From an optimization exercise on the open Yosys and OpenROAD flow, aimed at small area and a short achievable clock period; shortcuts taken in it are not production practice. In this exercise RTL edits were held to simulation tests only and were not proved equivalent to the original. Power is estimated from default activity; no workload was simulated.

==> flow/design.v (excerpt) <==
module pipelined_RISC(clk, rst, start, imem_addr, imem_rdata, dmem_addr, dmem_wdata, dmem_we, dmem_re, dmem_rdata);
  input clk, rst, start;
  output [31:0] imem_addr;
  input  [31:0] imem_rdata;
  output [31:0] dmem_addr, dmem_wdata;
  output dmem_we, dmem_re;
  input  [31:0] dmem_rdata;
  reg  [31:2] pc;
  wire [31:2] pc_inc = pc + 30'd1;
  reg  [31:0] m_wdata;
  reg         m_take;
  always @(posedge clk or negedge rst)
    if (!rst)          pc <= 30'd0;
    else if (start)    pc <= 30'd0;
    else if (m_take)   pc <= m_wdata[31:2];
    else               pc <= pc_inc;
  assign imem_addr = {pc, 2'b00};
  wire [5:0] f_op  = imem_rdata[31:26];
  wire       f_isR = (f_op == 6'b000000);
  reg [31:0] d_sel1, d_sel2;    
  reg [15:0] d_imm;
  reg [31:2] d_pc;
  reg [4:0]  d_dest;
  reg        d_isR, d_isLW, d_isSW, d_isBEQ;
  reg [3:0]  d_fn;
  reg [31:0] R [0:31];
  reg [31:0] valid;
  reg [31:0] w_data;
  reg [4:0]  w_dest;
  reg        w_regw;
  wire [31:0] w_en = {31'd0, w_regw} << w_dest;    
  wire [31:0] valid_next = valid | w_en;
  integer k;
  always @(posedge clk)
      for (k = 0; k < 32; k = k + 1) begin
        d_sel1[k] <= (imem_rdata[25:21] == k) & valid_next[k];
        d_sel2[k] <= (imem_rdata[20:16] == k) & valid_next[k];
      end
  always @(posedge clk) begin
    d_imm <= imem_rdata[15:0];
    d_pc  <= pc_inc;
  end
  always @(posedge clk or negedge rst)
    if (!rst) begin
  ...
export LEC_CHECK = 0
export CAP_MARGIN = 20
export CORE_MARGIN = 2
export CORE_UTILIZATION = 50
export CTS_CLUSTER_DIAMETER = 100
export CTS_CLUSTER_SIZE = 22
export SLEW_MARGIN = 20
export TNS_END_PERCENT = 10
create_clock -name core_clock -period 8.0 [get_ports {clk}]
standard.sh (not shown) runs the stock make flow with config.mk's settings and CLKGATE_MAP_FILE= SYNTH_SCRIPT=/design/flow/synth_recipe.tcl, a recipe that flattens the netlist after the stock synthesis.
==> flow/flow/run.sh <==
#!/bin/bash
set -euo pipefail
bash standard.sh SETUP_SLACK_MARGIN=5.35 MATCH_CELL_FOOTPRINT=0 \
  "BUFFER_PORTS_ARGS=-buffer_cell sky130_fd_sc_hd__buf_2" \
  finish > flow_make.log 2>&1
Edit:
==> flow/flow/run.sh (replaced) <==
#!/bin/bash
set -euo pipefail
bash standard.sh SETUP_SLACK_MARGIN=5.35 \
  "BUFFER_PORTS_ARGS=-buffer_cell sky130_fd_sc_hd__buf_2" \
  finish > flow_make.log 2>&1
Effect: Sequential power barely changes; design area went up by 0.52%; power barely changes; die area is unchanged; worst setup slack gets better by 17 ps; via count is about the same; register-to-register slack gets better by 20 ps.
Edit:
--- a/flow/flow/run.sh
+++ b/flow/flow/run.sh
@@ -3 +3 @@
-bash standard.sh SETUP_SLACK_MARGIN=5.35 \
+bash standard.sh SETUP_SLACK_MARGIN=5.5 \
Result: The changed run finished clean. Cell count increases by 0.36%. Design area increases by 0.57%. Clock power is about the same. Routed wire length increases by 0.58%. Die area is unchanged. Sequential cell count is unchanged. Worst hold slack is worse by 17 ps. Worst setup slack is better by 52 ps. Combinational power increases by 4.8%.
Edit:
==> flow/run.sh (new file) <==
#!/bin/bash
# synth_recipe.tcl (not shown) runs the flow's synth.tcl, then flattens the netlist and writes it again
# the make line also repeats each setting of config.mk as NAME=value (left out here)
make -C /OpenROAD-flow-scripts/flow DESIGN_CONFIG=/design/flow/config.mk WORK_HOME=/design/flow/orfs CLKGATE_MAP_FILE= SYNTH_SCRIPT=/design/flow/synth_recipe.tcl finish
SETUP_SLACK_MARGIN = 5   (was unset)
TNS_END_PERCENT = unset   (was 10)
removed: flow/flow/run.sh
removed: flow/standard.sh
Total power is about the same.
Die area does not change.
Hold slack is better by 16 ps.
Combinational power went down by about 4%.
Cell count drops by 0.46%.
Cell area hardly moves.
Wire length fell by 0.77%.
Edit:
==> flow/flow/run.sh (new file) <==
#!/bin/bash
set -euo pipefail
bash standard.sh SETUP_SLACK_MARGIN=5.7 \
  "BUFFER_PORTS_ARGS=-buffer_cell sky130_fd_sc_hd__buf_2" \
  finish > flow_make.log 2>&1
==> flow/standard.sh (new file) <==
#!/bin/bash
# synth_recipe.tcl (not shown) runs the flow's synth.tcl, then flattens the netlist and writes it again
# the make line also repeats each setting of config.mk as NAME=value (left out here)
make -C /OpenROAD-flow-scripts/flow DESIGN_CONFIG=/design/flow/config.mk WORK_HOME=/design/flow/orfs CLKGATE_MAP_FILE= SYNTH_SCRIPT=/design/flow/synth_recipe.tcl "${@:-finish}"
SETUP_SLACK_MARGIN = unset   (was 5)
TNS_END_PERCENT = 10   (was unset)
removed: flow/run.sh
Result:
- die area does not change
- synthesized area is unchanged
- worst setup slack gets better by 150 ps
- worst hold slack got worse by 7.8 ps


Another version of the RTL of pipelined_RISC (not shown whole).
Size: roughly 170 I/O pins, ~58000 um2 of cells after synthesis.
==> flow/config.mk <==
export PLATFORM = sky130hd
export DESIGN_NAME = pipelined_RISC
export DESIGN_NICKNAME = pipelined_RISC
export VERILOG_FILES = /design/flow/design.v
export SDC_FILE = /design/flow/constraint.sdc
export NUM_CORES = 4
export LEC_CHECK = 0
export CAP_MARGIN = 20
export CORE_MARGIN = 2
export CORE_UTILIZATION = 50
export CTS_CLUSTER_DIAMETER = 100
export CTS_CLUSTER_SIZE = 22
export SLEW_MARGIN = 20
export TNS_END_PERCENT = 10
==> flow/constraint.sdc <==
create_clock -name core_clock -period 8.0 [get_ports {clk}]
set_input_delay 1.6000 -clock core_clock [delete_from_list [all_inputs] [get_ports {clk}]]
set_output_delay 1.6000 -clock core_clock [all_outputs]
set_load 0.01 [all_outputs]
==> flow/flow/run.sh <==
#!/bin/bash
set -euo pipefail
bash standard.sh SETUP_SLACK_MARGIN=5.5 \
  "BUFFER_PORTS_ARGS=-buffer_cell sky130_fd_sc_hd__buf_2" \
  finish > flow_make.log 2>&1
Then changed:
==> flow/run.sh (new file) <==
#!/bin/bash
# synth_recipe.tcl (not shown) runs the flow's synth.tcl, then flattens the netlist and writes it again
# the make line also repeats each setting of config.mk as NAME=value (left out here)
make -C /OpenROAD-flow-scripts/flow DESIGN_CONFIG=/design/flow/config.mk WORK_HOME=/design/flow/orfs CLKGATE_MAP_FILE= SYNTH_SCRIPT=/design/flow/synth_recipe.tcl finish
Settings changed: SETUP_SLACK_MARGIN set to 5, TNS_END_PERCENT 10 to unset.
removed: flow/flow/run.sh
removed: flow/standard.sh
After rerunning:
- The changed run ran to the end with no violations
- sequential cell count does not change
- die area is unchanged
- routed wire length went up slightly
- final cell count does not change
- clock skew went down by 10 ps
- worst setup slack got worse by 85 ps
- final area hardly moves
- clock-buffer cell count went up by 6
Then changed:
==> flow/flow/run.sh (new file) <==
#!/bin/bash
set -euo pipefail
bash standard.sh SETUP_SLACK_MARGIN=5.35 \
  "BUFFER_PORTS_ARGS=-buffer_cell sky130_fd_sc_hd__buf_2" \
  finish > flow_make.log 2>&1
==> flow/standard.sh (new file) <==
#!/bin/bash
# synth_recipe.tcl (not shown) runs the flow's synth.tcl, then flattens the netlist and writes it again
# the make line also repeats each setting of config.mk as NAME=value (left out here)
make -C /OpenROAD-flow-scripts/flow DESIGN_CONFIG=/design/flow/config.mk WORK_HOME=/design/flow/orfs CLKGATE_MAP_FILE= SYNTH_SCRIPT=/design/flow/synth_recipe.tcl "${@:-finish}"
Settings changed: SETUP_SLACK_MARGIN 5 to unset, TNS_END_PERCENT set to 10.
removed: flow/run.sh
Outcome: Hold slack stays flat. First-iteration DRC count is about the same. Cell count is about the same. Flip-flop and latch count does not change. Combinational power drops by about 2%.
Then changed:
==> flow/flow/run.sh (replaced) <==
#!/bin/bash
set -euo pipefail
bash standard.sh SETUP_SLACK_MARGIN=5.3 finish > flow_make.log 2>&1
Setup slack degrades by 34 ps.
Die area does not change.
Synthesized area stays the same.
Core utilization rises by 0.83 points.

afterwards: timing with drivers on the ports:
Ports are ideal in the flow. The routed layouts listed here were re-timed in OpenROAD. Step 1: set_driving_cell puts a clkbuf_16 on clk and a buf_2 on each other input, an assumption about the parent block. Step 2 moves the port delays by t, midway between the first and last clock arrival at a register: inputs arrive t later, outputs are due t later. That takes back most of the time a late clock gives input paths. Slacks: ideal ports / drivers / drivers and shift; pairs: ideal ports / drivers.
run | shift t [ns] | setup WS [ns] | hold WS [ns] | worst data-port slew with drivers (ns)
the first run of note 1 | 0.768 | 5.010 / 5.000 / 5.010 | 0.327 / 0.327 / 0.327 | 0.05
the second run of note 1 | 0.760 | 5.027 / 5.027 / 5.009 | 0.332 / 0.332 / 0.332 | 0.05
the third run of note 1 | 0.772 | 5.079 / 5.022 / 4.840 | 0.315 / 0.315 / 0.315 | 0.07
the fourth run of note 1 | 0.764 | 4.932 / 4.932 / 4.501 | 0.331 / 0.331 / 0.331 | 0.07
the fifth run of note 1 | 0.759 | 5.085 / 5.012 / 4.995 | 0.323 / 0.323 / 0.323 | 0.06
the first run of note 2 | 0.768 | 5.016 / 5.016 / 4.862 | 0.331 / 0.331 / 0.331 | 0.07
the second run of note 2 | 0.769 | 4.931 / 4.931 / 4.561 | 0.330 / 0.330 / 0.330 | 0.09
the third run of note 2 | 0.768 | 4.984 / 4.984 / 4.855 | 0.331 / 0.331 / 0.331 | 0.07
the fourth run of note 2 | 0.788 | 4.950 / 4.950 / 4.557 | 0.328 / 0.328 / 0.328 | 0.08
After both steps setup and hold are still met in every run listed. For the fourth run of note 1, which loses most, drivers alone change the setup slack by 0.000 ns; drivers and shift together by -0.431 ns.
